Source: an optimization exercise on an open RTL-to-GDS flow (aim: small area). Production flows keep margins and buffers that such runs may drop. In this exercise RTL edits were held to simulation tests only and were not proved equivalent to the original.

## rev 12
==> flow/design.v (excerpt) <==
module fir_filter (
    input fir_clk,
    input rst_active_low,
    input signed [29:0] data_in,
    output signed [61:0] data_out
);
reg [29:0] X0;
reg [29:0] X1;
reg [29:0] X2;
reg [29:0] X3;
reg [29:0] X4;
reg [29:0] X5;
reg [29:0] X6;
reg [29:0] X7;
reg [29:0] X8;
reg [29:0] X9;
reg [29:0] X10;
reg [29:0] X11;
reg [29:0] X12;
reg [29:0] X13;
reg [29:0] X14;
reg [29:0] X15;
reg [29:0] X16;
reg [29:0] X17;
reg [29:0] X18;
reg [29:0] X19;
reg [29:0] X20;
reg [29:0] X21;
reg [29:0] X22;
reg [29:0] X23;
reg [29:0] X24;
reg [29:0] X25;
reg [29:0] X26;
reg [29:0] X27;
reg [29:0] X28;
reg [29:0] X29;
reg [29:0] X30;
reg [29:0] X31;
reg [29:0] X32;
reg [29:0] X33;
reg [29:0] X34;
reg [29:0] X35;
reg [29:0] X36;
reg [29:0] X37;
reg [29:0] X38;
always @(posedge fir_clk) begin
    X0 <= {~data_in[29], data_in[28:0]};
    X1 <= X0;
    X2 <= X1;
    X3 <= X2;
    X4 <= X3;
    X5 <= X4;
    X6 <= X5;
    X7 <= X6;
    X8 <= X7;
    X9 <= X8;
    X10 <= X9;
    X11 <= X10;
    X12 <= X11;
    X13 <= X12;
    X14 <= X13;
    X15 <= X14;
    X16 <= X15;
    X17 <= X16;
    X18 <= X17;
    X19 <= X18;
    X20 <= X19;
    X21 <= X20;
    X22 <= X21;
    X23 <= X22;
    X24 <= X23;
    X25 <= X24;
    X26 <= X25;
    X27 <= X26;
    X28 <= X27;
    X29 <= X28;
    X30 <= X29;
    X31 <= X30;
    X32 <= X31;
    X33 <= X32;
    X34 <= X33;
    X35 <= X34;
    X36 <= X35;
    X37 <= X36;
    X38 <= X37;
end
wire n60, n61, n62, n63, n64, n65, n66, n67, n68, n69, n70, n71, n72, n73, n74, n75;
  ...
Settings: LEC_CHECK=0, CAP_MARGIN=35, CORE_MARGIN=2, CORE_UTILIZATION=60, CTS_BUF_LIST=sky130_fd_sc_hd__clkbuf_16, CTS_CLUSTER_DIAMETER=60, CTS_CLUSTER_SIZE=30, SLEW_MARGIN=35, SYNTH_HIERARCHICAL=1; clock period 10.0 ns.
standard.sh (not shown) runs the stock make flow with config.mk's settings and CLKGATE_MAP_FILE= SYNTH_SCRIPT=/design/flow/synth_recipe.tcl, a recipe that flattens the netlist after the stock synthesis.
==> flow/flow/run.sh <==
#!/bin/bash
set -e
export CTS_ARGS="-sink_clustering_enable -repair_clock_nets -dont_use_dummy_load -sink_clustering_size 30 -sink_clustering_max_diameter 60 -buf_list sky130_fd_sc_hd__clkbuf_16"
bash standard.sh > standard_flow.log 2>&1
No stage failed in rev 12, and the final checks on the layout all came back clean.
Setup changes, rev 12 to rev 13
diff --git a/flow/flow/run.sh b/flow/flow/run.sh
--- a/flow/flow/run.sh
+++ b/flow/flow/run.sh
@@ -3,0 +4 @@
+export BUFFER_PORTS_ARGS="-buffer_cell sky130_fd_sc_hd__buf_1"
[summary]
Compared with rev 12, rev 13 shows a number of global-route vias before repair that is about 0.64% lower. | clock buffer and inverter area fraction after layout | rev 12 vs rev 13 | ≈ equal |. Re met2 track demand over resource: rev 12 was lower than rev 13. Against rev 12, wire length in rev 13 rose slightly. Origin of the worst setup path: X12[19] -> rev 13, X5[19] -> rev 12. Between rev 13 and rev 12, the difference in final cell count is negligible. Rev 13 ends up with lower headroom to the max-slew limit than rev 12 does. Looking at register share of the cell area, rev 13 sits 0.27 points above rev 12.


Another version of the RTL of fir_filter (not shown whole).
Size: ~94 I/O pins, about 72000 µm² of cells after synthesis.
// fir_filter
module fir_filter (
    input fir_clk,
    input rst_active_low,
    input signed [29:0] data_in,
    output signed [61:0] data_out
);
export LEC_CHECK = 0
export CAP_MARGIN = 35
export CORE_MARGIN = 2
export CORE_UTILIZATION = 65
export CTS_BUF_LIST = sky130_fd_sc_hd__clkbuf_16
export CTS_CLUSTER_DIAMETER = 60
export CTS_CLUSTER_SIZE = 30
export SLEW_MARGIN = 35
export SYNTH_HIERARCHICAL = 1
create_clock -name core_clock -period 10.0 [get_ports {fir_clk}]
==> flow/flow/run.sh <==
#!/bin/bash
# The standard layout (standard.sh), with two changes:
#  - clock tree: no dummy load cells (they only balance capacitance), clusters
#    of at most 25 flip-flops within 75 um, each driven by a clkbuf_16;
#  - port buffers: buf_1 instead of the default (each port still gets one).
set -e
export CTS_ARGS="-sink_clustering_enable -repair_clock_nets -dont_use_dummy_load -sink_clustering_size 16 -sink_clustering_max_diameter 50 -buf_list sky130_fd_sc_hd__clkbuf_8"
export BUFFER_PORTS_ARGS="-buffer_cell sky130_fd_sc_hd__buf_1"
bash standard.sh > standard_flow.log 2>&1
The baseline ran to the end with no violations.
Change:
==> flow/flow/run.sh (replaced) <==
#!/bin/bash
# The standard layout (standard.sh), with two changes:
#  - clock tree: no dummy load cells (they only balance capacitance), clusters
#    of at most 18 flip-flops within 55 um, each driven by a clkbuf_8
#    (CTS_ARGS replaces the CTS_* settings in config.mk);
#  - port buffers: buf_1 instead of the default (each port still gets one).
set -e
export CTS_ARGS="-sink_clustering_enable -repair_clock_nets -dont_use_dummy_load -sink_clustering_size 18 -sink_clustering_max_diameter 55 -buf_list sky130_fd_sc_hd__clkbuf_8"
export BUFFER_PORTS_ARGS="-buffer_cell sky130_fd_sc_hd__buf_1"
bash standard.sh > standard_flow.log 2>&1
=> The changed run finished clean. Final area is lower by about 0.37%. Routed wire length barely changes. Worst setup slack gets worse by 0.0074 ns. Clock-buffer cell count decreases by 20. Die area is unchanged. Synthesized area does not change.

[port drivers added, routing unchanged]
Ports are ideal in the flow. The routed layouts listed here were re-timed in OpenROAD. Step 1 (the two cells are an assumption about what drives the block):
set clk [get_ports {fir_clk}]
set_driving_cell -lib_cell sky130_fd_sc_hd__clkbuf_16 $clk
set_driving_cell -lib_cell sky130_fd_sc_hd__buf_2 [delete_from_list [all_inputs] $clk]
Step 2, shift: input delay + t, output delay - t, t = (earliest + latest rising clock arrival at the registers) / 2. This alone moves slack from input paths to output paths. Slacks: no drivers / after step 1 / after step 2; pairs: no drivers / after step 1.
| run | shift t [ns] | setup slack, ns | slew at the worst register clock pin (ns) | pins driven straight from the clock port |
|---|---|---|---|---|
| rev 12 | 0.779 | 0.713 / 0.713 / 0.713 | 0.10 / 0.10 | 1 |
| rev 13 | 0.781 | 0.684 / 0.684 / 0.684 | 0.11 / 0.11 | 1 |
| the first run of note 2 | 0.877 | 0.615 / 0.548 / 0.649 | 0.10 / 0.10 | 1 |
| the second run of note 2 | 0.858 | 0.608 / 0.540 / 0.708 | 0.11 / 0.11 | 1 |
After both steps setup and hold are still met in every run listed.
